Background: an optimization exercise with open tools, aiming at small area, a short achievable clock period and few clock cycles per item. Do not read the settings as production practice. At most, simulation tests tie the RTL to the original design; equivalence was not proved. No functional check of the RTL was part of run 1. No activity file was given, so power comes from the tool's default toggle rates.

==> flow/design.v (outline; a module is shown in full before it is edited, if it fits) <==
// module matrix2x2_mult: 67 lines
// module mm_t1i: 424 lines
// module mm_addi: 210 lines
// module mm_t1t: 424 lines
// module mm_addt: 211 lines
// module mm_nand: 1 lines
// module mm_nor: 1 lines
// module mm_and: 1 lines
// module mm_or: 1 lines
// module mm_xor: 1 lines
// module mm_xnor: 1 lines
// module mm_inv: 1 lines
// module mm_a21oi: 1 lines
// module mm_o21ai: 1 lines
// module mm_fa: 7 lines
module matrix2x2_mult (
    input       clk,
    input       rst,
    input       start,
    input [7:0]  a00, a01,
    input [7:0]  a10, a11,
    input [7:0]  b00, b01,
    input [7:0]  b10, b11,
    output [16:0] c00, c01,
    output [16:0] c10, c11,
    output done
);
  // ...
==> flow/flow/run.sh <==
#!/bin/bash
# The standard layout, with plain buffers (buf_2) on the ports instead of the
# delay buffer buffer_ports picks by default.
set -euo pipefail
bash standard.sh "BUFFER_PORTS_ARGS=-buffer_cell sky130_fd_sc_hd__buf_2" finish > standard_flow.log 2>&1
==> flow/standard.sh <==
#!/bin/bash
# synth_recipe.tcl (not shown) runs the flow's synth.tcl, then flattens the netlist and writes it again
# the make line also repeats each setting of config.mk as NAME=value (left out here)
make -C /OpenROAD-flow-scripts/flow DESIGN_CONFIG=/design/flow/config.mk WORK_HOME=/design/flow/orfs CLKGATE_MAP_FILE= SYNTH_SCRIPT=/design/flow/synth_recipe.tcl "${@:-finish}"
==> flow/config.mk <==
export PLATFORM = sky130hd
export DESIGN_NAME = matrix2x2_mult
export DESIGN_NICKNAME = matrix2x2_mult
export VERILOG_FILES = /design/flow/design.v
export SDC_FILE = /design/flow/constraint.sdc
export NUM_CORES = 4
export LEC_CHECK = 0
export CAP_MARGIN = 20
export CORE_MARGIN = 2
export CORE_UTILIZATION = 65
export CTS_BUF_LIST = sky130_fd_sc_hd__clkbuf_16
export CTS_CLUSTER_DIAMETER = 150
export CTS_CLUSTER_SIZE = 30
export SETUP_SLACK_MARGIN = 4.6
export SLEW_MARGIN = 20
export SYNTH_HIERARCHICAL = 1
export SYNTH_MINIMUM_KEEP_SIZE = 0
==> flow/constraint.sdc <==
create_clock -name core_clock -period 7.0 [get_ports {clk}]
set_input_delay 1.4000 -clock core_clock [delete_from_list [all_inputs] [get_ports {clk}]]
set_output_delay 1.4000 -clock core_clock [all_outputs]
set_load 0.01 [all_outputs]
==> impl_results.md, run 1 <==
* Post-synthesis instance area at 19800 um^2
* Final Hold Viols at 0
* Complex-gate fraction of the synthesized area at 2.93%
* Dpl cell area at 21200 um^2
* Final GP Congestion at 0.902
* Inverters at 137
* Worst Setup Path Type: register to register
* Antenna viol nets, final at 0
* Hold crit path type: register to register
* Worst slack at placement at 4.33 ns
* Starting Density at 66.3%
* Post-synth ARST share at 0.845%
* Multi-input combinational gate total at 1240
* CP cell instances: nand2_2, fa_1, fa_2, fa_1, fa_2
* Worst flop-to-flop path startpoint: tb01[2]
* Total of max-cap violations at 0
* Commonest non-fill, non-tap cell in the layout: nand2_1
* Biggest Area Class: multi-input combinational cells
* Largest net degree at the start of global routing at 32
* Inst Count DP at 2257
* Clock buffers at 15
* Setup WS post-layout at 4.37 ns
* Pre-antenna DRT Iters at 7
* Register area share after synthesis at 36.1%
* WP depth at 5
* Post-cts hold buffer count at 0
* DR WL met2 at 26100 um
* Syn Nets at 2203
* Sequential share of cell area at 30.4%
* Peak supply drop at 0.000593 V
* Busiest grt layer: met2
* Post-synthesis cell type count at 12
* Setup TNS at 0 ns
* IO buf count at 135
* DR iter-0 viols at 1079
* Die area at 31800 um^2
* Least-Margin Pin Slew at 0.555 ns
* CP Data Required Time at 7.39 ns
* ANT cells at 0
* Post-synth top area cell: fa_1
* Status: finished clean
* Top power group: combinational cells
* Clock power frac at 8.9%
* Root cell of the clock tree: clkbuf_16
* Remaining DRCs at 0
==> module mm_addi, before the edit <==
module mm_addi (
  input  [38:0] i,
  output [16:0] c
);
  wire w1_0;
  mm_xnor u1 (.a(i[0]), .b(i[1]), .y(w1_0));
  wire w2_0;
  mm_or u2 (.a(i[0]), .b(i[1]), .y(w2_0));
  wire w3_0, w3_1;
  mm_fa u3 (.a(i[2]), .b(i[3]), .c(w2_0), .s(w3_0), .co(w3_1));
  wire w4_0, w4_1;
  mm_fa u4 (.a(i[7]), .b(i[8]), .c(i[9]), .s(w4_0), .co(w4_1));
  wire w5_0;
  mm_xnor u5 (.a(i[10]), .b(i[11]), .y(w5_0));
  wire w6_0;
  mm_or u6 (.a(i[10]), .b(i[11]), .y(w6_0));
  wire w7_0, w7_1;
  mm_fa u7 (.a(i[12]), .b(i[13]), .c(i[14]), .s(w7_0), .co(w7_1));
  wire w8_0;
  mm_xnor u8 (.a(i[15]), .b(w6_0), .y(w8_0));
  wire w9_0;
  mm_or u9 (.a(i[15]), .b(w6_0), .y(w9_0));
  wire w10_0, w10_1;
  mm_fa u10 (.a(i[16]), .b(i[17]), .c(i[18]), .s(w10_0), .co(w10_1));
  wire w11_0;
  mm_xnor u11 (.a(w7_1), .b(w9_0), .y(w11_0));
  wire w12_0;
  mm_or u12 (.a(w7_1), .b(w9_0), .y(w12_0));
  wire w13_0, w13_1;
  mm_fa u13 (.a(i[19]), .b(i[20]), .c(i[21]), .s(w13_0), .co(w13_1));
  wire w14_0, w14_1;
  mm_fa u14 (.a(i[22]), .b(i[23]), .c(w10_1), .s(w14_0), .co(w14_1));
  wire w15_0;
  mm_xnor u15 (.a(w13_0), .b(w12_0), .y(w15_0));
  wire w16_0;
  mm_or u16 (.a(w13_0), .b(w12_0), .y(w16_0));
  wire w17_0, w17_1;
  mm_fa u17 (.a(i[24]), .b(i[25]), .c(i[26]), .s(w17_0), .co(w17_1));
  wire w18_0, w18_1;
  mm_fa u18 (.a(w13_1), .b(w17_0), .c(w14_1), .s(w18_0), .co(w18_1));
  wire w19_0, w19_1;
  mm_fa u19 (.a(i[27]), .b(i[28]), .c(i[29]), .s(w19_0), .co(w19_1));
  wire w20_0, w20_1;
  mm_fa u20 (.a(i[30]), .b(w17_1), .c(w19_0), .s(w20_0), .co(w20_1));
  wire w21_0, w21_1;
  mm_fa u21 (.a(i[31]), .b(i[32]), .c(w19_1), .s(w21_0), .co(w21_1));
  wire w22_0, w22_1;
  mm_fa u22 (.a(i[33]), .b(i[34]), .c(i[35]), .s(w22_0), .co(w22_1));
  wire w23_0;
  mm_nor u23 (.a(i[4]), .b(w3_1), .y(w23_0));
  mm_xor u24 (.a(i[4]), .b(w3_1), .y(c[2]));
  wire w25_0;
  mm_nor u25 (.a(w5_0), .b(w4_1), .y(w25_0));
  wire w26_0;
  mm_xor u26 (.a(w5_0), .b(w4_1), .y(w26_0));
  wire w27_0;
  mm_nor u27 (.a(w8_0), .b(w7_0), .y(w27_0));
  wire w28_0;
  mm_xor u28 (.a(w8_0), .b(w7_0), .y(w28_0));
  wire w29_0;
  mm_nor u29 (.a(w10_0), .b(w11_0), .y(w29_0));
  wire w30_0;
  mm_xor u30 (.a(w10_0), .b(w11_0), .y(w30_0));
  wire w31_0;
  mm_nor u31 (.a(w15_0), .b(w14_0), .y(w31_0));
  wire w32_0;
  mm_xor u32 (.a(w15_0), .b(w14_0), .y(w32_0));
  wire w33_0;
  mm_nor u33 (.a(w16_0), .b(w18_0), .y(w33_0));
  wire w34_0;
  mm_xor u34 (.a(w16_0), .b(w18_0), .y(w34_0));
  wire w35_0;
  mm_nor u35 (.a(w20_0), .b(w18_1), .y(w35_0));
  wire w36_0;
  mm_xor u36 (.a(w20_0), .b(w18_1), .y(w36_0));
  wire w37_0;
  mm_nor u37 (.a(w20_1), .b(w21_0), .y(w37_0));
  wire w38_0;
  mm_xor u38 (.a(w20_1), .b(w21_0), .y(w38_0));
  wire w39_0;
  mm_nor u39 (.a(w22_0), .b(w21_1), .y(w39_0));
  wire w40_0;
  mm_xor u40 (.a(w22_0), .b(w21_1), .y(w40_0));
  wire w41_0;
  mm_nor u41 (.a(i[36]), .b(w22_1), .y(w41_0));
  wire w42_0;
  mm_xor u42 (.a(i[36]), .b(w22_1), .y(w42_0));
  wire w43_0;
  mm_nor u43 (.a(i[37]), .b(i[38]), .y(w43_0));
  wire w44_0;
  mm_xor u44 (.a(i[37]), .b(i[38]), .y(w44_0));
  wire w45_0;
  mm_inv u45 (.a(i[5]), .y(w45_0));
  wire w46_0;
  mm_nand u46 (.a(w45_0), .b(w23_0), .y(w46_0));
  wire w47_0;
  mm_nor u47 (.a(w4_0), .b(i[6]), .y(w47_0));
  wire w48_0;
  mm_a21oi u48 (.a(w28_0), .b(w25_0), .c(w27_0), .y(w48_0));
  wire w49_0;
  mm_nand u49 (.a(w28_0), .b(w26_0), .y(w49_0));
  wire w50_0;
  mm_a21oi u50 (.a(w32_0), .b(w29_0), .c(w31_0), .y(w50_0));
  wire w51_0;
  mm_nand u51 (.a(w32_0), .b(w30_0), .y(w51_0));
  wire w52_0;
  mm_a21oi u52 (.a(w36_0), .b(w33_0), .c(w35_0), .y(w52_0));
  wire w53_0;
  mm_nand u53 (.a(w36_0), .b(w34_0), .y(w53_0));
  wire w54_0;
  mm_a21oi u54 (.a(w40_0), .b(w37_0), .c(w39_0), .y(w54_0));
  wire w55_0;
  mm_nand u55 (.a(w40_0), .b(w38_0), .y(w55_0));
  wire w56_0;
  mm_a21oi u56 (.a(w44_0), .b(w41_0), .c(w43_0), .y(w56_0));
  wire w57_0;
  mm_nand u57 (.a(w44_0), .b(w42_0), .y(w57_0));
  wire w58_0;
  mm_nor u58 (.a(i[6]), .b(w46_0), .y(w58_0));
  wire w59_0;
  mm_inv u59 (.a(w47_0), .y(w59_0));
  wire w60_0;
  mm_nor u60 (.a(w59_0), .b(w46_0), .y(w60_0));
  wire w61_0;
  mm_inv u61 (.a(w29_0), .y(w61_0));
  wire w62_0;
  mm_inv u62 (.a(w30_0), .y(w62_0));
  wire w63_0;
  mm_o21ai u63 (.a(w62_0), .b(w48_0), .c(w61_0), .y(w63_0));
  wire w64_0;
  mm_nor u64 (.a(w62_0), .b(w49_0), .y(w64_0));
  wire w65_0;
  mm_o21ai u65 (.a(w51_0), .b(w48_0), .c(w50_0), .y(w65_0));
  wire w66_0;
  mm_nor u66 (.a(w51_0), .b(w49_0), .y(w66_0));
  wire w67_0;
  mm_inv u67 (.a(w37_0), .y(w67_0));
  wire w68_0;
  mm_inv u68 (.a(w38_0), .y(w68_0));
  wire w69_0;
  mm_o21ai u69 (.a(w68_0), .b(w52_0), .c(w67_0), .y(w69_0));
  wire w70_0;
  mm_nor u70 (.a(w68_0), .b(w53_0), .y(w70_0));
  wire w71_0;
  mm_o21ai u71 (.a(w55_0), .b(w52_0), .c(w54_0), .y(w71_0));
  wire w72_0;
  mm_nor u72 (.a(w55_0), .b(w53_0), .y(w72_0));
  wire w73_0;
  mm_a21oi u73 (.a(w26_0), .b(w60_0), .c(w25_0), .y(w73_0));
  wire w74_0;
  mm_inv u74 (.a(w48_0), .y(w74_0));
  wire w75_0;
  mm_inv u75 (.a(w49_0), .y(w75_0));
  wire w76_0;
  mm_a21oi u76 (.a(w75_0), .b(w60_0), .c(w74_0), .y(w76_0));
  wire w77_0;
  mm_a21oi u77 (.a(w64_0), .b(w60_0), .c(w63_0), .y(w77_0));
  wire w78_0;
  mm_a21oi u78 (.a(w66_0), .b(w60_0), .c(w65_0), .y(w78_0));
  wire w79_0;
  mm_a21oi u79 (.a(w42_0), .b(w71_0), .c(w41_0), .y(w79_0));
  wire w80_0;
  mm_nand u80 (.a(w42_0), .b(w72_0), .y(w80_0));
  wire w81_0;
  mm_inv u81 (.a(w56_0), .y(w81_0));
  wire w82_0;
  mm_inv u82 (.a(w57_0), .y(w82_0));
  wire w83_0;
  mm_a21oi u83 (.a(w82_0), .b(w71_0), .c(w81_0), .y(w83_0));
  wire w84_0;
  mm_nand u84 (.a(w82_0), .b(w72_0), .y(w84_0));
  wire w85_0;
  mm_inv u85 (.a(w33_0), .y(w85_0));
  wire w86_0;
  mm_inv u86 (.a(w34_0), .y(w86_0));
  wire w87_0;
  mm_o21ai u87 (.a(w86_0), .b(w78_0), .c(w85_0), .y(w87_0));
  wire w88_0;
  mm_o21ai u88 (.a(w53_0), .b(w78_0), .c(w52_0), .y(w88_0));
  wire w89_0;
  mm_inv u89 (.a(w69_0), .y(w89_0));
  wire w90_0;
  mm_inv u90 (.a(w70_0), .y(w90_0));
  wire w91_0;
  mm_o21ai u91 (.a(w90_0), .b(w78_0), .c(w89_0), .y(w91_0));
  wire w92_0;
  mm_inv u92 (.a(w71_0), .y(w92_0));
  wire w93_0;
  mm_inv u93 (.a(w72_0), .y(w93_0));
  wire w94_0;
  mm_o21ai u94 (.a(w93_0), .b(w78_0), .c(w92_0), .y(w94_0));
  wire w95_0;
  mm_o21ai u95 (.a(w80_0), .b(w78_0), .c(w79_0), .y(w95_0));
  mm_o21ai u96 (.a(w84_0), .b(w78_0), .c(w83_0), .y(c[16]));
  mm_xnor u97 (.a(i[5]), .b(w23_0), .y(c[3]));
  mm_xor u98 (.a(i[6]), .b(w46_0), .y(c[4]));
  mm_xnor u99 (.a(w4_0), .b(w58_0), .y(c[5]));
  mm_xor u100 (.a(w26_0), .b(w60_0), .y(c[6]));
  mm_xnor u101 (.a(w28_0), .b(w73_0), .y(c[7]));
  mm_xnor u102 (.a(w30_0), .b(w76_0), .y(c[8]));
  mm_xnor u103 (.a(w32_0), .b(w77_0), .y(c[9]));
  mm_xnor u104 (.a(w34_0), .b(w78_0), .y(c[10]));
  mm_xor u105 (.a(w36_0), .b(w87_0), .y(c[11]));
  mm_xor u106 (.a(w38_0), .b(w88_0), .y(c[12]));
  mm_xor u107 (.a(w40_0), .b(w91_0), .y(c[13]));
  mm_xor u108 (.a(w42_0), .b(w94_0), .y(c[14]));
  mm_xor u109 (.a(w44_0), .b(w95_0), .y(c[15]));
  mm_inv u110 (.a(w1_0), .y(c[0]));
  mm_inv u111 (.a(w3_0), .y(c[1]));
endmodule
==> module mm_addt, before the edit <==
module mm_addt (
  input  [38:0] i,
  output [16:0] c
);
  mm_xor u1 (.a(i[0]), .b(i[1]), .y(c[0]));
  wire w2_0;
  mm_and u2 (.a(i[0]), .b(i[1]), .y(w2_0));
  wire w3_1;
  mm_fa u3 (.a(i[2]), .b(i[3]), .c(w2_0), .s(c[1]), .co(w3_1));
  wire w4_0, w4_1;
  mm_fa u4 (.a(i[7]), .b(i[8]), .c(i[9]), .s(w4_0), .co(w4_1));
  wire w5_0;
  mm_xor u5 (.a(i[10]), .b(i[11]), .y(w5_0));
  wire w6_0;
  mm_and u6 (.a(i[10]), .b(i[11]), .y(w6_0));
  wire w7_0, w7_1;
  mm_fa u7 (.a(i[12]), .b(i[13]), .c(i[14]), .s(w7_0), .co(w7_1));
  wire w8_0;
  mm_xor u8 (.a(i[15]), .b(w6_0), .y(w8_0));
  wire w9_0;
  mm_and u9 (.a(i[15]), .b(w6_0), .y(w9_0));
  wire w10_0, w10_1;
  mm_fa u10 (.a(i[16]), .b(i[17]), .c(i[18]), .s(w10_0), .co(w10_1));
  wire w11_0;
  mm_xor u11 (.a(w7_1), .b(w9_0), .y(w11_0));
  wire w12_0;
  mm_and u12 (.a(w7_1), .b(w9_0), .y(w12_0));
  wire w13_0, w13_1;
  mm_fa u13 (.a(i[19]), .b(i[20]), .c(i[21]), .s(w13_0), .co(w13_1));
  wire w14_0, w14_1;
  mm_fa u14 (.a(i[22]), .b(i[23]), .c(w10_1), .s(w14_0), .co(w14_1));
  wire w15_0;
  mm_xor u15 (.a(w13_0), .b(w12_0), .y(w15_0));
  wire w16_0;
  mm_and u16 (.a(w13_0), .b(w12_0), .y(w16_0));
  wire w17_0, w17_1;
  mm_fa u17 (.a(i[24]), .b(i[25]), .c(i[26]), .s(w17_0), .co(w17_1));
  wire w18_0, w18_1;
  mm_fa u18 (.a(w13_1), .b(w17_0), .c(w14_1), .s(w18_0), .co(w18_1));
  wire w19_0, w19_1;
  mm_fa u19 (.a(i[27]), .b(i[28]), .c(i[29]), .s(w19_0), .co(w19_1));
  wire w20_0, w20_1;
  mm_fa u20 (.a(i[30]), .b(w17_1), .c(w19_0), .s(w20_0), .co(w20_1));
  wire w21_0, w21_1;
  mm_fa u21 (.a(i[31]), .b(i[32]), .c(w19_1), .s(w21_0), .co(w21_1));
  wire w22_0, w22_1;
  mm_fa u22 (.a(i[33]), .b(i[34]), .c(i[35]), .s(w22_0), .co(w22_1));
  wire w23_0;
  mm_nand u23 (.a(i[4]), .b(w3_1), .y(w23_0));
  wire w24_0;
  mm_xnor u24 (.a(i[4]), .b(w3_1), .y(w24_0));
  wire w25_0;
  mm_nand u25 (.a(w5_0), .b(w4_1), .y(w25_0));
  wire w26_0;
  mm_xnor u26 (.a(w5_0), .b(w4_1), .y(w26_0));
  wire w27_0;
  mm_nand u27 (.a(w8_0), .b(w7_0), .y(w27_0));
  wire w28_0;
  mm_xnor u28 (.a(w8_0), .b(w7_0), .y(w28_0));
  wire w29_0;
  mm_nand u29 (.a(w10_0), .b(w11_0), .y(w29_0));
  wire w30_0;
  mm_xnor u30 (.a(w10_0), .b(w11_0), .y(w30_0));
  wire w31_0;
  mm_nand u31 (.a(w15_0), .b(w14_0), .y(w31_0));
  wire w32_0;
  mm_xnor u32 (.a(w15_0), .b(w14_0), .y(w32_0));
  wire w33_0;
  mm_nand u33 (.a(w16_0), .b(w18_0), .y(w33_0));
  wire w34_0;
  mm_xnor u34 (.a(w16_0), .b(w18_0), .y(w34_0));
  wire w35_0;
  mm_nand u35 (.a(w20_0), .b(w18_1), .y(w35_0));
  wire w36_0;
  mm_xnor u36 (.a(w20_0), .b(w18_1), .y(w36_0));
  wire w37_0;
  mm_nand u37 (.a(w20_1), .b(w21_0), .y(w37_0));
  wire w38_0;
  mm_xnor u38 (.a(w20_1), .b(w21_0), .y(w38_0));
  wire w39_0;
  mm_nand u39 (.a(w22_0), .b(w21_1), .y(w39_0));
  wire w40_0;
  mm_xnor u40 (.a(w22_0), .b(w21_1), .y(w40_0));
  wire w41_0;
  mm_nand u41 (.a(i[36]), .b(w22_1), .y(w41_0));
  wire w42_0;
  mm_xnor u42 (.a(i[36]), .b(w22_1), .y(w42_0));
  wire w43_0;
  mm_nand u43 (.a(i[37]), .b(i[38]), .y(w43_0));
  wire w44_0;
  mm_xnor u44 (.a(i[37]), .b(i[38]), .y(w44_0));
  wire w45_0;
  mm_inv u45 (.a(i[5]), .y(w45_0));
  wire w46_0;
  mm_nor u46 (.a(w45_0), .b(w23_0), .y(w46_0));
  wire w47_0;
  mm_nand u47 (.a(w4_0), .b(i[6]), .y(w47_0));
  wire w48_0;
  mm_o21ai u48 (.a(w28_0), .b(w25_0), .c(w27_0), .y(w48_0));
  wire w49_0;
  mm_nor u49 (.a(w28_0), .b(w26_0), .y(w49_0));
  wire w50_0;
  mm_o21ai u50 (.a(w32_0), .b(w29_0), .c(w31_0), .y(w50_0));
  wire w51_0;
  mm_nor u51 (.a(w32_0), .b(w30_0), .y(w51_0));
  wire w52_0;
  mm_o21ai u52 (.a(w36_0), .b(w33_0), .c(w35_0), .y(w52_0));
  wire w53_0;
  mm_nor u53 (.a(w36_0), .b(w34_0), .y(w53_0));
  wire w54_0;
  mm_o21ai u54 (.a(w40_0), .b(w37_0), .c(w39_0), .y(w54_0));
  wire w55_0;
  mm_nor u55 (.a(w40_0), .b(w38_0), .y(w55_0));
  wire w56_0;
  mm_o21ai u56 (.a(w44_0), .b(w41_0), .c(w43_0), .y(w56_0));
  wire w57_0;
  mm_nor u57 (.a(w44_0), .b(w42_0), .y(w57_0));
  wire w58_0;
  mm_nand u58 (.a(i[6]), .b(w46_0), .y(w58_0));
  wire w59_0;
  mm_inv u59 (.a(w47_0), .y(w59_0));
  wire w60_0;
  mm_nand u60 (.a(w59_0), .b(w46_0), .y(w60_0));
  wire w61_0;
  mm_inv u61 (.a(w29_0), .y(w61_0));
  wire w62_0;
  mm_inv u62 (.a(w30_0), .y(w62_0));
  wire w63_0;
  mm_a21oi u63 (.a(w62_0), .b(w48_0), .c(w61_0), .y(w63_0));
  wire w64_0;
  mm_nand u64 (.a(w62_0), .b(w49_0), .y(w64_0));
  wire w65_0;
  mm_a21oi u65 (.a(w51_0), .b(w48_0), .c(w50_0), .y(w65_0));
  wire w66_0;
  mm_nand u66 (.a(w51_0), .b(w49_0), .y(w66_0));
  wire w67_0;
  mm_inv u67 (.a(w37_0), .y(w67_0));
  wire w68_0;
  mm_inv u68 (.a(w38_0), .y(w68_0));
  wire w69_0;
  mm_a21oi u69 (.a(w68_0), .b(w52_0), .c(w67_0), .y(w69_0));
  wire w70_0;
  mm_nand u70 (.a(w68_0), .b(w53_0), .y(w70_0));
  wire w71_0;
  mm_a21oi u71 (.a(w55_0), .b(w52_0), .c(w54_0), .y(w71_0));
  wire w72_0;
  mm_nand u72 (.a(w55_0), .b(w53_0), .y(w72_0));
  wire w73_0;
  mm_o21ai u73 (.a(w26_0), .b(w60_0), .c(w25_0), .y(w73_0));
  wire w74_0;
  mm_inv u74 (.a(w48_0), .y(w74_0));
  wire w75_0;
  mm_inv u75 (.a(w49_0), .y(w75_0));
  wire w76_0;
  mm_o21ai u76 (.a(w75_0), .b(w60_0), .c(w74_0), .y(w76_0));
  wire w77_0;
  mm_o21ai u77 (.a(w64_0), .b(w60_0), .c(w63_0), .y(w77_0));
  wire w78_0;
  mm_o21ai u78 (.a(w66_0), .b(w60_0), .c(w65_0), .y(w78_0));
  wire w79_0;
  mm_o21ai u79 (.a(w42_0), .b(w71_0), .c(w41_0), .y(w79_0));
  wire w80_0;
  mm_nor u80 (.a(w42_0), .b(w72_0), .y(w80_0));
  wire w81_0;
  mm_inv u81 (.a(w56_0), .y(w81_0));
  wire w82_0;
  mm_inv u82 (.a(w57_0), .y(w82_0));
  wire w83_0;
  mm_o21ai u83 (.a(w82_0), .b(w71_0), .c(w81_0), .y(w83_0));
  wire w84_0;
  mm_nor u84 (.a(w82_0), .b(w72_0), .y(w84_0));
  wire w85_0;
  mm_inv u85 (.a(w33_0), .y(w85_0));
  wire w86_0;
  mm_inv u86 (.a(w34_0), .y(w86_0));
  wire w87_0;
  mm_a21oi u87 (.a(w86_0), .b(w78_0), .c(w85_0), .y(w87_0));
  wire w88_0;
  mm_a21oi u88 (.a(w53_0), .b(w78_0), .c(w52_0), .y(w88_0));
  wire w89_0;
  mm_inv u89 (.a(w69_0), .y(w89_0));
  wire w90_0;
  mm_inv u90 (.a(w70_0), .y(w90_0));
  wire w91_0;
  mm_a21oi u91 (.a(w90_0), .b(w78_0), .c(w89_0), .y(w91_0));
  wire w92_0;
  mm_inv u92 (.a(w71_0), .y(w92_0));
  wire w93_0;
  mm_inv u93 (.a(w72_0), .y(w93_0));
  wire w94_0;
  mm_a21oi u94 (.a(w93_0), .b(w78_0), .c(w92_0), .y(w94_0));
  wire w95_0;
  mm_a21oi u95 (.a(w80_0), .b(w78_0), .c(w79_0), .y(w95_0));
  wire w96_0;
  mm_a21oi u96 (.a(w84_0), .b(w78_0), .c(w83_0), .y(w96_0));
  mm_xnor u97 (.a(i[5]), .b(w23_0), .y(c[3]));
  mm_xor u98 (.a(i[6]), .b(w46_0), .y(c[4]));
  mm_xnor u99 (.a(w4_0), .b(w58_0), .y(c[5]));
  mm_xor u100 (.a(w26_0), .b(w60_0), .y(c[6]));
  mm_xnor u101 (.a(w28_0), .b(w73_0), .y(c[7]));
  mm_xnor u102 (.a(w30_0), .b(w76_0), .y(c[8]));
  mm_xnor u103 (.a(w32_0), .b(w77_0), .y(c[9]));
  mm_xnor u104 (.a(w34_0), .b(w78_0), .y(c[10]));
  mm_xor u105 (.a(w36_0), .b(w87_0), .y(c[11]));
  mm_xor u106 (.a(w38_0), .b(w88_0), .y(c[12]));
  mm_xor u107 (.a(w40_0), .b(w91_0), .y(c[13]));
  mm_xor u108 (.a(w42_0), .b(w94_0), .y(c[14]));
  mm_xor u109 (.a(w44_0), .b(w95_0), .y(c[15]));
  mm_inv u110 (.a(w24_0), .y(c[2]));
  mm_inv u111 (.a(w96_0), .y(c[16]));
endmodule
==> run 2: changes to the inputs <==
--- a/flow/design.v
+++ b/flow/design.v
@@ -615,89 +615,75 @@
   mm_nor u60 (.a(w59_0), .b(w46_0), .y(w60_0));
   wire w61_0;
-  mm_inv u61 (.a(w29_0), .y(w61_0));
+  mm_inv u61 (.a(w30_0), .y(w61_0));
   wire w62_0;
-  mm_inv u62 (.a(w30_0), .y(w62_0));
+  mm_o21bai u62 (.a(w61_0), .b(w48_0), .c(w29_0), .y(w62_0));
   wire w63_0;
-  mm_o21ai u63 (.a(w62_0), .b(w48_0), .c(w61_0), .y(w63_0));
+  mm_nor u63 (.a(w61_0), .b(w49_0), .y(w63_0));
   wire w64_0;
-  mm_nor u64 (.a(w62_0), .b(w49_0), .y(w64_0));
+  mm_o21ai u64 (.a(w51_0), .b(w48_0), .c(w50_0), .y(w64_0));
   wire w65_0;
-  mm_o21ai u65 (.a(w51_0), .b(w48_0), .c(w50_0), .y(w65_0));
+  mm_nor u65 (.a(w51_0), .b(w49_0), .y(w65_0));
   wire w66_0;
-  mm_nor u66 (.a(w51_0), .b(w49_0), .y(w66_0));
+  mm_inv u66 (.a(w38_0), .y(w66_0));
   wire w67_0;
-  mm_inv u67 (.a(w37_0), .y(w67_0));
+  mm_o21bai u67 (.a(w66_0), .b(w52_0), .c(w37_0), .y(w67_0));
   wire w68_0;
-  mm_inv u68 (.a(w38_0), .y(w68_0));
+  mm_nor u68 (.a(w66_0), .b(w53_0), .y(w68_0));
   wire w69_0;
-  mm_o21ai u69 (.a(w68_0), .b(w52_0), .c(w67_0), .y(w69_0));
+  mm_o21ai u69 (.a(w55_0), .b(w52_0), .c(w54_0), .y(w69_0));
   wire w70_0;
-  mm_nor u70 (.a(w68_0), .b(w53_0), .y(w70_0));
+  mm_nor u70 (.a(w55_0), .b(w53_0), .y(w70_0));
   wire w71_0;
-  mm_o21ai u71 (.a(w55_0), .b(w52_0), .c(w54_0), .y(w71_0));
+  mm_a21oi u71 (.a(w26_0), .b(w60_0), .c(w25_0), .y(w71_0));
   wire w72_0;
-  mm_nor u72 (.a(w55_0), .b(w53_0), .y(w72_0));
+  mm_inv u72 (.a(w49_0), .y(w72_0));
   wire w73_0;
-  mm_a21oi u73 (.a(w26_0), .b(w60_0), .c(w25_0), .y(w73_0));
+  mm_a21boi u73 (.a(w72_0), .b(w60_0), .c(w48_0), .y(w73_0));
   wire w74_0;
-  mm_inv u74 (.a(w48_0), .y(w74_0));
+  mm_a21oi u74 (.a(w63_0), .b(w60_0), .c(w62_0), .y(w74_0));
   wire w75_0;
-  mm_inv u75 (.a(w49_0), .y(w75_0));
+  mm_a21oi u75 (.a(w65_0), .b(w60_0), .c(w64_0), .y(w75_0));
   wire w76_0;
-  mm_a21oi u76 (.a(w75_0), .b(w60_0), .c(w74_0), .y(w76_0));
+  mm_a21oi u76 (.a(w42_0), .b(w69_0), .c(w41_0), .y(w76_0));
   wire w77_0;
-  mm_a21oi u77 (.a(w64_0), .b(w60_0), .c(w63_0), .y(w77_0));
+  mm_nand u77 (.a(w42_0), .b(w70_0), .y(w77_0));
   wire w78_0;
-  mm_a21oi u78 (.a(w66_0), .b(w60_0), .c(w65_0), .y(w78_0));
+  mm_inv u78 (.a(w57_0), .y(w78_0));
   wire w79_0;
-  mm_a21oi u79 (.a(w42_0), .b(w71_0), .c(w41_0), .y(w79_0));
+  mm_a21boi u79 (.a(w78_0), .b(w69_0), .c(w56_0), .y(w79_0));
   wire w80_0;
-  mm_nand u80 (.a(w42_0), .b(w72_0), .y(w80_0));
+  mm_nand u80 (.a(w78_0), .b(w70_0), .y(w80_0));
   wire w81_0;
-  mm_inv u81 (.a(w56_0), .y(w81_0));
+  mm_inv u81 (.a(w34_0), .y(w81_0));
   wire w82_0;
-  mm_inv u82 (.a(w57_0), .y(w82_0));
+  mm_o21bai u82 (.a(w81_0), .b(w75_0), .c(w33_0), .y(w82_0));
   wire w83_0;
-  mm_a21oi u83 (.a(w82_0), .b(w71_0), .c(w81_0), .y(w83_0));
+  mm_o21ai u83 (.a(w53_0), .b(w75_0), .c(w52_0), .y(w83_0));
   wire w84_0;
-  mm_nand u84 (.a(w82_0), .b(w72_0), .y(w84_0));
+  mm_inv u84 (.a(w68_0), .y(w84_0));
   wire w85_0;
-  mm_inv u85 (.a(w33_0), .y(w85_0));
+  mm_o21bai u85 (.a(w84_0), .b(w75_0), .c(w67_0), .y(w85_0));
   wire w86_0;
-  mm_inv u86 (.a(w34_0), .y(w86_0));
+  mm_inv u86 (.a(w70_0), .y(w86_0));
   wire w87_0;
-  mm_o21ai u87 (.a(w86_0), .b(w78_0), .c(w85_0), .y(w87_0));
+  mm_o21bai u87 (.a(w86_0), .b(w75_0), .c(w69_0), .y(w87_0));
   wire w88_0;
-  mm_o21ai u88 (.a(w53_0), .b(w78_0), .c(w52_0), .y(w88_0));
-  wire w89_0;
-  mm_inv u89 (.a(w69_0), .y(w89_0));
-  wire w90_0;
-  mm_inv u90 (.a(w70_0), .y(w90_0));
-  wire w91_0;
-  mm_o21ai u91 (.a(w90_0), .b(w78_0), .c(w89_0), .y(w91_0));
-  wire w92_0;
-  mm_inv u92 (.a(w71_0), .y(w92_0));
-  wire w93_0;
-  mm_inv u93 (.a(w72_0), .y(w93_0));
-  wire w94_0;
-  mm_o21ai u94 (.a(w93_0), .b(w78_0), .c(w92_0), .y(w94_0));
-  wire w95_0;
-  mm_o21ai u95 (.a(w80_0), .b(w78_0), .c(w79_0), .y(w95_0));
-  mm_o21ai u96 (.a(w84_0), .b(w78_0), .c(w83_0), .y(c[16]));
-  mm_xnor u97 (.a(i[5]), .b(w23_0), .y(c[3]));
-  mm_xor u98 (.a(i[6]), .b(w46_0), .y(c[4]));
-  mm_xnor u99 (.a(w4_0), .b(w58_0), .y(c[5]));
-  mm_xor u100 (.a(w26_0), .b(w60_0), .y(c[6]));
-  mm_xnor u101 (.a(w28_0), .b(w73_0), .y(c[7]));
-  mm_xnor u102 (.a(w30_0), .b(w76_0), .y(c[8]));
-  mm_xnor u103 (.a(w32_0), .b(w77_0), .y(c[9]));
-  mm_xnor u104 (.a(w34_0), .b(w78_0), .y(c[10]));
-  mm_xor u105 (.a(w36_0), .b(w87_0), .y(c[11]));
-  mm_xor u106 (.a(w38_0), .b(w88_0), .y(c[12]));
-  mm_xor u107 (.a(w40_0), .b(w91_0), .y(c[13]));
-  mm_xor u108 (.a(w42_0), .b(w94_0), .y(c[14]));
-  mm_xor u109 (.a(w44_0), .b(w95_0), .y(c[15]));
-  mm_inv u110 (.a(w1_0), .y(c[0]));
-  mm_inv u111 (.a(w3_0), .y(c[1]));
+  mm_o21ai u88 (.a(w77_0), .b(w75_0), .c(w76_0), .y(w88_0));
+  mm_o21ai u89 (.a(w80_0), .b(w75_0), .c(w79_0), .y(c[16]));
+  mm_xnor u90 (.a(i[5]), .b(w23_0), .y(c[3]));
+  mm_xor u91 (.a(i[6]), .b(w46_0), .y(c[4]));
+  mm_xnor u92 (.a(w4_0), .b(w58_0), .y(c[5]));
+  mm_xor u93 (.a(w26_0), .b(w60_0), .y(c[6]));
+  mm_xnor u94 (.a(w28_0), .b(w71_0), .y(c[7]));
+  mm_xnor u95 (.a(w30_0), .b(w73_0), .y(c[8]));
+  mm_xnor u96 (.a(w32_0), .b(w74_0), .y(c[9]));
+  mm_xnor u97 (.a(w34_0), .b(w75_0), .y(c[10]));
+  mm_xor u98 (.a(w36_0), .b(w82_0), .y(c[11]));
+  mm_xor u99 (.a(w38_0), .b(w83_0), .y(c[12]));
+  mm_xor u100 (.a(w40_0), .b(w85_0), .y(c[13]));
+  mm_xor u101 (.a(w42_0), .b(w87_0), .y(c[14]));
+  mm_xor u102 (.a(w44_0), .b(w88_0), .y(c[15]));
+  mm_inv u103 (.a(w1_0), .y(c[0]));
+  mm_inv u104 (.a(w3_0), .y(c[1]));
 endmodule
 module mm_t1t (
@@ -1249,90 +1235,76 @@
   mm_nand u60 (.a(w59_0), .b(w46_0), .y(w60_0));
   wire w61_0;
-  mm_inv u61 (.a(w29_0), .y(w61_0));
+  mm_inv u61 (.a(w30_0), .y(w61_0));
   wire w62_0;
-  mm_inv u62 (.a(w30_0), .y(w62_0));
+  mm_a21boi u62 (.a(w61_0), .b(w48_0), .c(w29_0), .y(w62_0));
   wire w63_0;
-  mm_a21oi u63 (.a(w62_0), .b(w48_0), .c(w61_0), .y(w63_0));
+  mm_nand u63 (.a(w61_0), .b(w49_0), .y(w63_0));
   wire w64_0;
-  mm_nand u64 (.a(w62_0), .b(w49_0), .y(w64_0));
+  mm_a21oi u64 (.a(w51_0), .b(w48_0), .c(w50_0), .y(w64_0));
   wire w65_0;
-  mm_a21oi u65 (.a(w51_0), .b(w48_0), .c(w50_0), .y(w65_0));
+  mm_nand u65 (.a(w51_0), .b(w49_0), .y(w65_0));
   wire w66_0;
-  mm_nand u66 (.a(w51_0), .b(w49_0), .y(w66_0));
+  mm_inv u66 (.a(w38_0), .y(w66_0));
   wire w67_0;
-  mm_inv u67 (.a(w37_0), .y(w67_0));
+  mm_a21boi u67 (.a(w66_0), .b(w52_0), .c(w37_0), .y(w67_0));
   wire w68_0;
-  mm_inv u68 (.a(w38_0), .y(w68_0));
+  mm_nand u68 (.a(w66_0), .b(w53_0), .y(w68_0));
   wire w69_0;
-  mm_a21oi u69 (.a(w68_0), .b(w52_0), .c(w67_0), .y(w69_0));
+  mm_a21oi u69 (.a(w55_0), .b(w52_0), .c(w54_0), .y(w69_0));
   wire w70_0;
-  mm_nand u70 (.a(w68_0), .b(w53_0), .y(w70_0));
+  mm_nand u70 (.a(w55_0), .b(w53_0), .y(w70_0));
   wire w71_0;
-  mm_a21oi u71 (.a(w55_0), .b(w52_0), .c(w54_0), .y(w71_0));
+  mm_o21ai u71 (.a(w26_0), .b(w60_0), .c(w25_0), .y(w71_0));
   wire w72_0;
-  mm_nand u72 (.a(w55_0), .b(w53_0), .y(w72_0));
+  mm_inv u72 (.a(w49_0), .y(w72_0));
   wire w73_0;
-  mm_o21ai u73 (.a(w26_0), .b(w60_0), .c(w25_0), .y(w73_0));
+  mm_o21bai u73 (.a(w72_0), .b(w60_0), .c(w48_0), .y(w73_0));
   wire w74_0;
-  mm_inv u74 (.a(w48_0), .y(w74_0));
+  mm_o21ai u74 (.a(w63_0), .b(w60_0), .c(w62_0), .y(w74_0));
   wire w75_0;
-  mm_inv u75 (.a(w49_0), .y(w75_0));
+  mm_o21ai u75 (.a(w65_0), .b(w60_0), .c(w64_0), .y(w75_0));
   wire w76_0;
-  mm_o21ai u76 (.a(w75_0), .b(w60_0), .c(w74_0), .y(w76_0));
+  mm_o21ai u76 (.a(w42_0), .b(w69_0), .c(w41_0), .y(w76_0));
   wire w77_0;
-  mm_o21ai u77 (.a(w64_0), .b(w60_0), .c(w63_0), .y(w77_0));
+  mm_nor u77 (.a(w42_0), .b(w70_0), .y(w77_0));
   wire w78_0;
-  mm_o21ai u78 (.a(w66_0), .b(w60_0), .c(w65_0), .y(w78_0));
+  mm_inv u78 (.a(w57_0), .y(w78_0));
   wire w79_0;
-  mm_o21ai u79 (.a(w42_0), .b(w71_0), .c(w41_0), .y(w79_0));
+  mm_o21bai u79 (.a(w78_0), .b(w69_0), .c(w56_0), .y(w79_0));
   wire w80_0;
-  mm_nor u80 (.a(w42_0), .b(w72_0), .y(w80_0));
+  mm_nor u80 (.a(w78_0), .b(w70_0), .y(w80_0));
   wire w81_0;
-  mm_inv u81 (.a(w56_0), .y(w81_0));
+  mm_inv u81 (.a(w34_0), .y(w81_0));
   wire w82_0;
-  mm_inv u82 (.a(w57_0), .y(w82_0));
+  mm_a21boi u82 (.a(w81_0), .b(w75_0), .c(w33_0), .y(w82_0));
   wire w83_0;
-  mm_o21ai u83 (.a(w82_0), .b(w71_0), .c(w81_0), .y(w83_0));
+  mm_a21oi u83 (.a(w53_0), .b(w75_0), .c(w52_0), .y(w83_0));
   wire w84_0;
-  mm_nor u84 (.a(w82_0), .b(w72_0), .y(w84_0));
+  mm_inv u84 (.a(w68_0), .y(w84_0));
   wire w85_0;
-  mm_inv u85 (.a(w33_0), .y(w85_0));
+  mm_a21boi u85 (.a(w84_0), .b(w75_0), .c(w67_0), .y(w85_0));
   wire w86_0;
-  mm_inv u86 (.a(w34_0), .y(w86_0));
+  mm_inv u86 (.a(w70_0), .y(w86_0));
   wire w87_0;
-  mm_a21oi u87 (.a(w86_0), .b(w78_0), .c(w85_0), .y(w87_0));
+  mm_a21boi u87 (.a(w86_0), .b(w75_0), .c(w69_0), .y(w87_0));
   wire w88_0;
-  mm_a21oi u88 (.a(w53_0), .b(w78_0), .c(w52_0), .y(w88_0));
+  mm_a21oi u88 (.a(w77_0), .b(w75_0), .c(w76_0), .y(w88_0));
   wire w89_0;
-  mm_inv u89 (.a(w69_0), .y(w89_0));
-  wire w90_0;
-  mm_inv u90 (.a(w70_0), .y(w90_0));
-  wire w91_0;
-  mm_a21oi u91 (.a(w90_0), .b(w78_0), .c(w89_0), .y(w91_0));
-  wire w92_0;
-  mm_inv u92 (.a(w71_0), .y(w92_0));
-  wire w93_0;
-  mm_inv u93 (.a(w72_0), .y(w93_0));
-  wire w94_0;
-  mm_a21oi u94 (.a(w93_0), .b(w78_0), .c(w92_0), .y(w94_0));
-  wire w95_0;
-  mm_a21oi u95 (.a(w80_0), .b(w78_0), .c(w79_0), .y(w95_0));
-  wire w96_0;
-  mm_a21oi u96 (.a(w84_0), .b(w78_0), .c(w83_0), .y(w96_0));
-  mm_xnor u97 (.a(i[5]), .b(w23_0), .y(c[3]));
-  mm_xor u98 (.a(i[6]), .b(w46_0), .y(c[4]));
-  mm_xnor u99 (.a(w4_0), .b(w58_0), .y(c[5]));
-  mm_xor u100 (.a(w26_0), .b(w60_0), .y(c[6]));
-  mm_xnor u101 (.a(w28_0), .b(w73_0), .y(c[7]));
-  mm_xnor u102 (.a(w30_0), .b(w76_0), .y(c[8]));
-  mm_xnor u103 (.a(w32_0), .b(w77_0), .y(c[9]));
-  mm_xnor u104 (.a(w34_0), .b(w78_0), .y(c[10]));
-  mm_xor u105 (.a(w36_0), .b(w87_0), .y(c[11]));
-  mm_xor u106 (.a(w38_0), .b(w88_0), .y(c[12]));
-  mm_xor u107 (.a(w40_0), .b(w91_0), .y(c[13]));
-  mm_xor u108 (.a(w42_0), .b(w94_0), .y(c[14]));
-  mm_xor u109 (.a(w44_0), .b(w95_0), .y(c[15]));
-  mm_inv u110 (.a(w24_0), .y(c[2]));
-  mm_inv u111 (.a(w96_0), .y(c[16]));
+  mm_a21oi u89 (.a(w80_0), .b(w75_0), .c(w79_0), .y(w89_0));
+  mm_xnor u90 (.a(i[5]), .b(w23_0), .y(c[3]));
+  mm_xor u91 (.a(i[6]), .b(w46_0), .y(c[4]));
+  mm_xnor u92 (.a(w4_0), .b(w58_0), .y(c[5]));
+  mm_xor u93 (.a(w26_0), .b(w60_0), .y(c[6]));
+  mm_xnor u94 (.a(w28_0), .b(w71_0), .y(c[7]));
+  mm_xnor u95 (.a(w30_0), .b(w73_0), .y(c[8]));
+  mm_xnor u96 (.a(w32_0), .b(w74_0), .y(c[9]));
+  mm_xnor u97 (.a(w34_0), .b(w75_0), .y(c[10]));
+  mm_xor u98 (.a(w36_0), .b(w82_0), .y(c[11]));
+  mm_xor u99 (.a(w38_0), .b(w83_0), .y(c[12]));
+  mm_xor u100 (.a(w40_0), .b(w85_0), .y(c[13]));
+  mm_xor u101 (.a(w42_0), .b(w87_0), .y(c[14]));
+  mm_xor u102 (.a(w44_0), .b(w88_0), .y(c[15]));
+  mm_inv u103 (.a(w24_0), .y(c[2]));
+  mm_inv u104 (.a(w89_0), .y(c[16]));
 endmodule
 module mm_nand (input a, b, output y); assign y = ~(a & b); endmodule
@@ -1345,4 +1317,7 @@
 module mm_a21oi (input a, b, c, output y); assign y = ~((a & b) | c); endmodule
 module mm_o21ai (input a, b, c, output y); assign y = ~((a | b) & c); endmodule
+module mm_a21boi (input a, b, c, output y); assign y = ~((a & b) | ~c); endmodule
+module mm_o21bai (input a, b, c, output y); assign y = ~((a | b) & ~c); endmodule
+module mm_nor2b (input a, b, output y); assign y = ~(a | ~b); endmodule
 module mm_fa (
   input  a, b, c,
==> flow/flow/run.sh (replaced) <==
#!/bin/bash
# The standard layout, with plain buffers (buf_1) on the ports instead of the
# delay buffer buffer_ports picks by default.
set -euo pipefail
bash standard.sh "BUFFER_PORTS_ARGS=-buffer_cell sky130_fd_sc_hd__buf_1" finish > standard_flow.log 2>&1
--- a/flow/config.mk
+++ b/flow/config.mk
@@ -8,9 +8,9 @@
 export CAP_MARGIN = 20
 export CORE_MARGIN = 2
-export CORE_UTILIZATION = 65
+export CORE_UTILIZATION = 75
 export CTS_BUF_LIST = sky130_fd_sc_hd__clkbuf_16
 export CTS_CLUSTER_DIAMETER = 150
 export CTS_CLUSTER_SIZE = 30
-export SETUP_SLACK_MARGIN = 4.6
+export SETUP_SLACK_MARGIN = 4.3
 export SLEW_MARGIN = 20
 export SYNTH_HIERARCHICAL = 1
==> run 2 against run 1 <==
Cell area down 13%. Sequential cell count unchanged. Still clean on timing, DRC and antenna. Synthesized cell count down 1.6%. Worst setup slack worse by 0.092 ns. Cell count down 10%. Via count down 4.2%. Sequential power about the same. Fmax down 3.4%. Global-route usage up 4.4 points. Sequential share of layout area up 3.5 points. Count of clock-buffer cells in the layout unchanged. Non-clock buffer count down 165. Highest routed layer is now met4. Largest cell class unchanged.
==> impl_results.md, run 2 <==
* Total of max-cap violations at 0 (unchanged)
* Post-synthesis cell type count at 14 (+2)
* FF-to-FF setup slack at 4.28 ns
* Least-Margin Pin Slew at 0.567 ns (+0.0121 ns)
* Worst Hold End: v[1]
* Peak supply drop at 0.000742 V (+25%)
* TritonCTS Buffers at 15
* DR iter-0 viols at 1020 (-5.5%)
* Fill cell count at 1441
* Final Hold Viols at 0 (unchanged)
* PwrDens at 469 nW/um^2
* Clock-pin slew on the worst setup and hold paths at 0.11 ns
* HPWL after detailed placement at 35300 um
* Post-cts hold buffer count at 0 (unchanged)
* EDFF count, synth at 0
* Post-Syn Instances at 1704
* Max Freq at 0.368 GHz
* Count leader, synth: fa_1
* Die Span Y at 166 um
* Layout Nets at 2344
* Antenna violations before repair at 0
* Max_slew headroom at 62.0%
* Status: finished clean
* Die width at 166 um
* Final Max Tran Viols at 0
* ANT cells at 0 (unchanged)
* Setup TNS at 0 ns (unchanged)
* Vias at 13100
* RSZ-0062 raised after global routing: yes
* Hold crit path type: register to register
* Critical Path Sink Type: register
* CP startpoint kind: register
* CTS tree: yes
* Skew final at 0.0162 ns
* Root cell of the clock tree: clkbuf_16
* Hold Path Depth at 0
* Bufs on Longest Clock Path at 3
* Arr. time, crit path at 3.12 ns
* Most frequent cells in the layout: 395 x fa_1, 303 x nand2_1, 294 x nor2_1, 226 x dfxtp_1, 135 x buf_1
* Post-synth ARST share at 0.845% (unchanged)
* Post-synth top area cell: fa_1
* Synthesized area per cell at 11.6 um^2
* Register area share after synthesis at 36.1% (+0.064 points)
* Remaining DRCs at 0 (unchanged)
* Drt wl/cell at 21.6 um
* H-tree Lvls at 1
* Pre-antenna DRT Iters at 6 (-1)
* Final Total Pwr at 10.2 mW
* Leak Pwr at 8.80 nW
* Synthesized flop and latch total at 355
* Reg-to-reg endpoint: r01[15]
* Final period util at 38.8%
* Num Clock Sinks at 355
* Post-synth top area share at 41.0%
* Worst Setup Path Type: register to register
* Final setup fails at 0
* Synth Flop Type: dfxtp_1
* CP Data Required Time at 7.40 ns (about the same)
* Ys Warns at 7
* Clk latency of the worst-skew pair at 0.52 ns
* # IOs at 136
* Layout cells sized above 1 at 13.2%
* Most common library cells after synthesis: 404 x fa_1, 352 x dfxtp_1, 308 x nand2_1, 308 x nor2_1, 109 x inv_1
* GR Util All Layers at 35.7%
* Syn Nets at 2175 (-1.3%)
* Area Overhead vs Synth at 10.0%
* IO buf count at 135 (unchanged)
* Largest net degree at the start of global routing at 32 (unchanged)
* Starting Density at 76.1% (+9.8 points)
* Post-synthesis instance area at 19700 um^2 (-0.18%)
* Drt via density at 5.93
* Core area at 25900 um^2
* Ranking of synthesized cells by area: fa_1 41%, dfxtp_1 36%, nand2_1 5.9%, nor2_1 5.9%, xor2_1 2.7%
* Dpl cell area at 20600 um^2 (-2.8%)
* Global-route wire length before repair at 75200 um
* Worst hold start: v[0]
* Num rows at 59
* Worst-path fanout max at 3
* Vias in the first global route at 14900
* Reg2reg path depth at 9
* Die area at 27600 um^2 (-13%)
* Antenna viol nets, final at 0 (unchanged)
* Commonest non-fill, non-tap cell in the layout: fa_1
* Final instance area at 21700 um^2
* Detailed Route WL at 47700 um
* Global route overflow at 0
* Worst flop-to-flop path startpoint: q_01[16]
* Final min period at 2.72 ns
* Final GP Congestion at 1.01 (+12%)
run 2: logic make-up (layout without fill, tap and decap cells):
| logic type | Yosys count | count (layout) | synth area share, % |
|---|---|---|---|
| simple gates | 636 | 636 | 12.4 |
| buf+inv | 109 | 278 | 2.07 |
| flops | 355 | 355 | 36.1 |
| xor+xnor | 116 | 116 | 5.15 |
| fa+ha+maj | 404 | 404 | 41.0 |
| compound gates | 84 | 84 | 3.29 |
run 2: metrics by stage:
step	util, %	worst slack (ns)	cells	hold slack (ns)
after global placement	79.7	4.20	2174	0.344
after CTS	82.0	4.30	2195	0.373
final	83.7	4.28	2208	0.367
after detailed placement	79.7	4.09	2174	0.338
after floorplan	-	4.44	1704	0.331
after global routing	83.7	4.20	2208	0.379
run 2: worst max-delay path: stages, from the launching register on:
cell and delay, ns:
dfxtp_1 0.33, fa_1 0.43, fa_2 0.36, fa_2 0.64, nand2_2 0.11, o21ai_4 0.23, a21oi_2 0.11, o21ai_2 0.17
a21oi_2 0.05, xor2_1 0.17
run 2: cell type report:
type                    instances  area (um^2)  share of cell area, %
well taps                     335          419                   1.93
clock inverters                 2         11.3                 0.0519
multi-input cells            1240        12500                   57.5
clock buffers                  15          375                   1.73
flip-flops and latches        355         7370                   34.0
inverters                     109          409                   1.89
repair buffers                152          634                   2.92
run 2: routing by layer:
metal,vias to the layer above,track usage [%],wire length (um)
li1,5452,-,-
met1,6587,41.4,15800
met2,827,62.3,24300
met3,225,9.41,4790
met4,0,16.7,2880
met5,-,0,0
run 2: worst max-delay path by stage:
stage / to / start / slack [ns] / depth (start not counted)
finish: r01[15] / q_01[16] / 4.28 / 9
global route: r11[14] / q_11[16] / 4.20 / 9
CTS: q_00[11] / tb00[1] / 4.30 / 5
detailed placement: r10[14] / q_10[16] / 4.09 / 8
global placement: q_01[11] / na01[5] / 4.20 / 5
floorplan: r01[15] / q_01[16] / 4.44 / 9
run 2: what timing repair did:
| item | CTS | global route |
|---|---|---|
| setup endpoints to repair | 42 | 63 |
| resized for setup | 97 | 124 |
| buffers inserted | 4 | 13 |
| pin swaps | 4 | 22 |
run 2: per-module statistics from Yosys (local to each module, per instance), a selection:
module | times used | flip-flops and latches | cells inside
mm_nor | 308 | 0 | 1
mm_o21ai | 28 | 0 | 1
mm_a21oi | 28 | 0 | 1
mm_xnor | 56 | 0 | 1
mm_xor | 60 | 0 | 1
mm_nand | 308 | 0 | 1
mm_or | 10 | 0 | 1
mm_fa | 404 | 0 | 1
mm_inv | 44 | 0 | 1
mm_o21bai | 14 | 0 | 1
mm_a21boi | 14 | 0 | 1
run 2: power breakdown:
group,internal [mW],switching [mW],total [mW],leakage (nW)
logic,2.69,3.41,6.10,5.60
registers,2.70,0.366,3.06,3.01
clock network,0.393,0.613,1.01,0.190
Testbench counts of run 2, summed over its fixed seeds: cycles 16,016, items 16,000.
==> run 3: changes to the inputs <==
--- a/flow/config.mk
+++ b/flow/config.mk
@@ -8,5 +8,5 @@
 export CAP_MARGIN = 20
 export CORE_MARGIN = 2
-export CORE_UTILIZATION = 75
+export CORE_UTILIZATION = 65
 export CTS_BUF_LIST = sky130_fd_sc_hd__clkbuf_16
 export CTS_CLUSTER_DIAMETER = 150
==> run 3 against run 2 <==
Still clean. Wire length fell by 11%. Clock power barely moved. Combinational power fell by 9.7%. Synthesized cell count did not move. Clock skew fell by 0.0050 ns.
==> impl_results.md, run 3 <==
* Vias in the first global route at 13500 (-9.3%)
* P_sw at 3.96 mW (-9.7%)
* Status: finished clean
* Register area share after synthesis at 36.1% (unchanged)
* Gate power share at 57.7% (-2.3 points)
* Die area at 31700 um^2 (+15%)
* Die width at 178 um (+7.2%)
* Syn Nets at 2175 (unchanged)
* Pre-antenna DRT Iters at 5 (-1)
* Peak supply drop at 0.000494 V (-33%)
* Final min period at 2.66 ns (-0.0594 ns)
* CP Data Required Time at 7.40 ns (about the same)
* Fill cell count at 2185 (+52%)
* Detailed Route WL at 42600 um (-11%)
* Reg2reg path depth at 5 (-4)
* Worst Setup Path Type: register to register
* Layout Nets at 2339 (-0.21%)
* Drt via density at 5.41 (-8.7%)
* Layout cells sized above 1 at 12.7% (-0.55 points)
* Post-cts hold buffer count at 0 (unchanged)
* Global-route wire length before repair at 68400 um (-9.1%)
* EDFF count, synth at 0 (unchanged)
* RSZ-0062 raised after global routing: no
* Sequential cell area at 7310 um^2 (-0.73%)
* Die Span Y at 178 um (+7.2%)
* Sw frac at 41.5% (-1.6 points)
* Post-synth top area share at 41.0% (unchanged)
* Antenna violations before repair at 1 (+1)
* Internal power at 5.59 mW (-3.4%)
* Post-synth top area cell: fa_1
* IO buf count at 135 (unchanged)
* Hold crit path type: register to register
* Commonest non-fill, non-tap cell in the layout: fa_1
* Max_slew headroom at 59.4% (-2.6 points)
* Post-synthesis cell type count at 14 (unchanged)
* # IOs at 136 (unchanged)
* Antenna viol nets, final at 0 (unchanged)
* Most common library cells after synthesis: 404 x fa_1, 352 x dfxtp_1, 308 x nand2_1, 308 x nor2_1, 109 x inv_1
* Sequential fraction of design power at 32.0% (+1.9 points)
* Most frequent cells in the layout: 394 x fa_1, 304 x nand2_1, 301 x nor2_1, 225 x dfxtp_1, 135 x buf_1
* Synthesized flop and latch total at 355 (unchanged)
* Post-synth ARST share at 0.845% (unchanged)
* Least-Margin Pin Slew at 0.607 ns (+0.0394 ns)
* FF-to-FF setup slack at 4.34 ns (+0.06 ns)
* CP startpoint kind: register
* PwrDens at 442 nW/um^2 (-5.6%)
* Num Clock Sinks at 355 (unchanged)
* TritonCTS Buffers at 15 (unchanged)
* Synth Flop Type: dfxtp_1
* Global route overflow at 0 (unchanged)
* Worst Hold End: v[1]
* Synthesized area per cell at 11.6 um^2 (unchanged)
* Starting Density at 66.2% (-9.9 points)
* DR iter-0 viols at 658 (-35%)
* Total of max-cap violations at 0 (unchanged)
* CTS tree: yes
* Non-filler cells, final at 2259 (+2.3%)
* Setup TNS at 0 ns (unchanged)
* Max Freq at 0.376 GHz (+2.2%)
* Reg-to-reg endpoint: q_01[26]
* Count leader, synth: fa_1
* Post-synthesis instance area at 19700 um^2 (unchanged)
* Clk latency of the worst-skew pair at 0.51 ns (about the same)
* Ranking of synthesized cells by area: fa_1 41%, dfxtp_1 36%, nand2_1 5.9%, nor2_1 5.9%, xor2_1 2.7%
* Num rows at 63 (+6.8%)
* Leak Pwr at 8.76 nW (-0.48%)
* Largest net degree at the start of global routing at 32 (unchanged)
* Clock-pin slew on the worst setup and hold paths at 0.11 ns (about the same)
* Final setup fails at 0 (unchanged)
* Drt wl/cell at 18.9 um (-13%)
* Core area at 29800 um^2 (+15%)
* Final Hold Viols at 0 (unchanged)
* Post-Syn Instances at 1704 (unchanged)
* Worst hold start: v[0]
* Skew final at 0.0111 ns (-0.00505 ns)
* Multi-input combinational cell area at 12400 um^2 (-0.70%)
* GR Util All Layers at 28.4% (-7.3 points)
* Remaining DRCs at 0 (unchanged)
* Final Total Pwr at 9.55 mW (-6.1%)
* Inst Count DP at 2229 (+2.5%)
* Arr. time, crit path at 3.06 ns (-0.06 ns)
* Worst-path fanout max at 8 (+5)
* H-tree Lvls at 1 (unchanged)
* Final Max Tran Viols at 0 (unchanged)
* Root cell of the clock tree: clkbuf_16
* Hold Path Depth at 0 (unchanged)
* Worst flop-to-flop path startpoint: nb11[4]
* Critical Path Sink Type: register
* Final period util at 38.0% (-0.85 points)
* Ys Warns at 7 (unchanged)
* Vias at 12200 (-6.6%)
* Final GP Congestion at 0.923 (-8.7%)
* Bufs on Longest Clock Path at 3 (unchanged)
* Clock power frac at 10.3% (+0.4 points)
* Area Overhead vs Synth at 9.46%
* Fin util at 72.4% (-11 points)
* HPWL after detailed placement at 34000 um (-3.5%)
## run 3: cell types whose count changed in the layout (fill, tap and decap cells not counted), sizes merged
cell,change
diode,+1
buf,-5
## run 3: layout make-up
type	count	area share (%)
tap	390	2.26
clock buffer	15	1.74
antenna	1	0.0116
sequential	355	33.9
multi-input combinational	1240	57.4
clock inverter	2	0.0522
inverter	109	1.90
timing repair buffer	147	2.76
## run 3: cell families after synthesis
group / share of synthesized area [%]
simple gates: 12.4
flops: 36.1
buf+inv: 2.07
xor+xnor: 5.15
compound gates: 3.29
fa+ha+maj: 41.0
## run 3: how the worst max path moves through the flow
stage                         from  endpoint  slack [ns]  depth (start not counted)
final                      nb11[4]  q_01[26]        4.34                          5
after global routing      q_00[11]   r00[14]        4.26                         10
after CTS                 q_11[16]   r11[15]        4.30                          9
after detailed placement   ta10[1]   q_11[6]        4.17                          5
after global placement     ta10[1]   q_11[6]        4.24                          5
after floorplan           q_01[16]   r01[15]        4.44                          9
## run 3: per-module statistics from Yosys, one instance, submodules excluded, a selection
module / flops+latches / copies in the design / area, um^2
mm_nand: 0 / 308 / 3.75
mm_o21ai: 0 / 28 / 5.00
mm_a21boi: 0 / 14 / 11.3
mm_o21bai: 0 / 14 / 7.51
mm_nor: 0 / 308 / 3.75
mm_and: 0 / 10 / 6.26
mm_inv: 0 / 44 / 3.75
mm_fa: 0 / 404 / 20.0
mm_xor: 0 / 60 / 8.76
matrix2x2_mult: 355 / 1 / 7370
mm_a21oi: 0 / 28 / 8.76
mm_or: 0 / 10 / 6.26
## run 3: stage by stage
step / hold slack [ns] / setup slack, ns / instance area [um^2]
after floorplan: 0.331 / 4.44 / 19700
after CTS: 0.367 / 4.30 / 21200
after global placement: 0.336 / 4.24 / 20700
after detailed placement: 0.343 / 4.17 / 20700
final: 0.361 / 4.34 / 21600
after global routing: 0.374 / 4.26 / 21600
## run 3: critical path, stage by stage, from the launching register on
cell,delay (ns)
dfxtp_2,0.50
nor2_1,0.11
fa_1,0.47
fa_1,0.46
fa_1,0.56
fa_1,0.43
## run 3: power by group through the flow
stage	sequential (mW)	clock, mW	combinational [mW]
detailed placement	3.10	0	4.89
global route	3.14	1.10	6.19
floorplan	3.11	0	3.82
CTS	3.06	1.03	5.04
finish	3.05	0.986	5.51
global placement	3.08	0	4.71
## run 3: routing by layer
layer	vias up	GRT usage [%]	share of wire (%)
li1	5437	-	-
met1	6243	37.1	38
met2	472	48.5	51
met3	76	5.26	7.4
met4	2	9.32	3.1
met5	-	0	0.031
## run 3: timing repair
action,4_1_cts,5_1_grt
endpoints found under the setup margin,43,54
pin swaps,2,16
gates resized for setup,74,111
setup buffers,0,12
==> run 4: changes to the inputs <==
--- a/flow/config.mk
+++ b/flow/config.mk
@@ -12,5 +12,5 @@
 export CTS_CLUSTER_DIAMETER = 150
 export CTS_CLUSTER_SIZE = 30
-export SETUP_SLACK_MARGIN = 4.3
+export SETUP_SLACK_MARGIN = 4.2
 export SLEW_MARGIN = 20
 export SYNTH_HIERARCHICAL = 1
==> run 4 against run 3 <==
Still clean. Worst hold slack about the same. Total power down 3.8%. Via count shrank 0.33%. Clock skew up 0.0018 ns. Area after synthesis unchanged. Sequential cell count unchanged. Worst setup slack worse by 0.10 ns. First-iteration DRC count is 2.0% lower. Highest routed layer unchanged.
==> impl_results.md, run 4 <==
* Critical Path Source: na01[3]
* Clock-pin slew on the worst setup and hold paths at 0.11 ns (about the same)
* Bufs on Longest Clock Path at 3 (unchanged)
* Register area share after synthesis at 36.1% (unchanged)
* Drt via density at 5.42 (+0.12%)
* Worst Setup Path Type: register to register
* Area Overhead vs Synth at 7.91%
* Synth Flop Type: dfxtp_1
* CP startpoint kind: register
* Post-synth top area share at 41.0% (unchanged)
* Final Hold Viols at 0 (unchanged)
* DR iter-0 viols at 645 (-2.0%)
* Commonest non-fill, non-tap cell in the layout: fa_1
* Remaining DRCs at 0 (unchanged)
* Hold crit path type: register to register
* Antenna violations before repair at 1 (unchanged)
* Antenna viol nets, final at 0 (unchanged)
* Layout Nets at 2330 (-0.38%)
* Final period util at 39.4% (+1.4 points)
* Arr. time, crit path at 3.17 ns (+0.11 ns)
* PwrDens at 431 nW/um^2 (-2.5%)
* CP Data Required Time at 7.41 ns (about the same)
* Num rows at 63 (unchanged)
* Global-route wire length before repair at 68100 um (-0.36%)
* Root cell of the clock tree: clkbuf_16
* Final min period at 2.76 ns (+0.0998 ns)
* # IOs at 136 (unchanged)
* Count leader, synth: fa_1
* IO buf count at 135 (unchanged)
* Most common library cells after synthesis: 404 x fa_1, 352 x dfxtp_1, 308 x nand2_1, 308 x nor2_1, 109 x inv_1
* H-tree Lvls at 1 (unchanged)
* Worst slack at placement at 4.17 ns (unchanged)
* Largest net degree at the start of global routing at 32 (unchanged)
* Reg-to-reg endpoint: q_01[11]
* CP cell instances: nor2_1, fa_1, fa_1, fa_1, fa_1
* Peak supply drop at 0.000499 V (+1.1%)
* Starting Density at 66.2% (unchanged)
* Setup WS post-layout at 4.24 ns (-0.0998 ns)
* Worst-path fanout max at 8 (unchanged)
* Reg2reg path depth at 5 (unchanged)
* Core area at 29800 um^2 (unchanged)
* Post-Syn Instances at 1704 (unchanged)
* Syn Nets at 2175 (unchanged)
* Skew final at 0.0129 ns (+0.00181 ns)
* Vias in the first global route at 13400 (-0.62%)
* CP max stage delay at 0.63 ns (+0.07 ns)
* CP max stage cell: dfxtp_1
* Num Clock Sinks at 355 (unchanged)
* Critical Path Sink Type: register
* FF-to-FF setup slack at 4.24 ns (-0.10 ns)
* Fin util at 71.4% (-1.0 points)
* Leak Pwr at 8.68 nW (-0.83%)
* Final GP Congestion at 0.923 (unchanged)
* Post-synth top area cell: fa_1
* Most frequent cells in the layout: 400 x fa_1, 307 x nand2_1, 306 x dfxtp_1, 304 x nor2_1, 135 x buf_1
* Synthesized area per cell at 11.6 um^2 (unchanged)
* Dpl cell area at 20700 um^2 (unchanged)
* ANT cells at 0 (-1)
* Final Total Pwr at 9.18 mW (-3.8%)
* Setup TNS at 0 ns (unchanged)
* Ys Warns at 7 (unchanged)
* CTS tree: yes
* RSZ-0062 raised after global routing: no
* HPWL after detailed placement at 34000 um (unchanged)
* Inst Count DP at 2229 (unchanged)
* Die area at 31700 um^2 (unchanged)
* Layout cells sized above 1 at 6.89% (-5.8 points)
* Total of max-cap violations at 0 (unchanged)
* Final Max Tran Viols at 0 (unchanged)
* Least-Margin Pin Slew at 0.501 ns (-0.106 ns)
* Pre-antenna DRT Iters at 7 (+2)
* Die width at 178 um (unchanged)
* GR Util All Layers at 28.3% (-0.11 points)
* Hold Worst Slack at 0.361 ns (-0.000182 ns)
* Crit path to: q_01[11]
* Cell mode on critical path: fa_1
* Detailed Route WL at 42000 um (-1.5%)
* Post-synth ARST share at 0.845% (unchanged)
* Die Span Y at 178 um (unchanged)
* Synthesized flop and latch total at 355 (unchanged)
* Worst flop-to-flop path startpoint: na01[3]
* Status: finished clean
* Post-synthesis cell type count at 14 (unchanged)
* Max_slew headroom at 66.5% (+7.1 points)
* Drt wl/cell at 18.7 um (-1.1%)
* Global route overflow at 0 (unchanged)
* Non-filler cells, final at 2249 (-0.44%)
* Ranking of synthesized cells by area: fa_1 41%, dfxtp_1 36%, nand2_1 5.9%, nor2_1 5.9%, xor2_1 2.7%
* Vias at 12200 (-0.33%)
* EDFF count, synth at 0 (unchanged)
* Clk latency of the worst-skew pair at 0.52 ns (about the same)
* TritonCTS Buffers at 15 (unchanged)
* Final instance area at 21300 um^2 (-1.4%)
* Max Freq at 0.362 GHz (-3.6%)
* Post-synthesis instance area at 19700 um^2 (unchanged)
* Final setup fails at 0 (unchanged)
[run 4: cell families (layout without fill, tap and decap cells)]
family,after synthesis,count (layout),synth area share [%]
DFF,355,355,36.1
xor gates and xnor gates,116,116,5.15
AOI/OAI and AO/OA,84,84,3.29
adders and majority gates,404,404,41.0
and+or+nand+nor,636,636,12.4
buffers and inverters,109,264,2.07
[run 4: metal layers]
layer	vias up	share of wire (%)	track usage [%]
met1	6186	38	37.0
met5	-	0.031	0
met4	2	3.3	9.01
met3	84	8.3	5.24
li1	5417	-	-
met2	501	50	48.3
[run 4: timing repair]
action / in CTS / in global routing
hold endpoints to repair: 0 / 0
hold buffers: 0 / 0
resized for setup: 2 / 66
pin swaps: 0 / 6
setup buffers: 0 / 3
endpoints found under the setup margin: 2 / 36
[run 4: worst min-delay path by stage]
stage	startpoint	end	slack, ns	cells past startpoint
global route	v[0]	v[1]	0.37	0
global placement	v[0]	v[1]	0.34	0
floorplan	v[0]	v[1]	0.33	0
CTS	v[0]	v[1]	0.37	0
finish	v[0]	v[1]	0.36	0
detailed placement	v[1]	v[2]	0.34	0
[run 4: power by group]
part           leakage (nW)  internal (mW)  switching, mW
clock network         0.190          0.392          0.595
registers              3.00           2.70          0.350
logic                  5.50           2.29           2.86
[run 4: cell type report]
class	instances	area, um^2
Inverter	109	409
Sequential cell	355	7180
Timing Repair Buffer	138	529
Tap cell	390	488
Clock buffer	15	375
Fill cell	2224	8520
Clock inverter	2	11.3
Multi-Input combinational cell	1240	12300
[run 4: per-module statistics from Yosys (local to each module, per instance), a selection]
module	times used	cell area, um^2
mm_o21bai	14	7.51
mm_xnor	56	8.76
mm_a21boi	14	11.3
mm_nand	308	3.75
mm_nor	308	3.75
mm_o21ai	28	5.00
mm_xor	60	8.76
[run 4: critical path: cells and delay by family, from the launching register on]
kind / cells / cell delay (ns)
adders and majority gates: 4 / 1.89
and+or+nand+nor: 1 / 0.13
DFF: 1 / 0.63

## re-timing with driven ports
How much do the figures lean on ideal ports? The routed layouts below were timed once more, with nothing changed but the port constraints.
Step 1 sets driving cells, clkbuf_16 on the clock port and buf_2 on the other inputs (assumed; they add their load-dependent delay and slew).
Step 2, shift: input delay + t, output delay - t, t = (earliest + latest rising clock arrival at the registers) / 2. This alone moves slack from input paths to output paths.
a / b / c = no drivers / after step 1 / after step 2; a / b = the first two.
run	shift t [ns]	slack for setup (ns)
run 1	0.560	4.373 / 4.373 / 4.373
run 2	0.561	4.282 / 4.282 / 4.282
run 3	0.559	4.341 / 4.341 / 4.341
run 4	0.561	4.241 / 4.241 / 4.241
After both steps setup and hold are still met in every run listed.
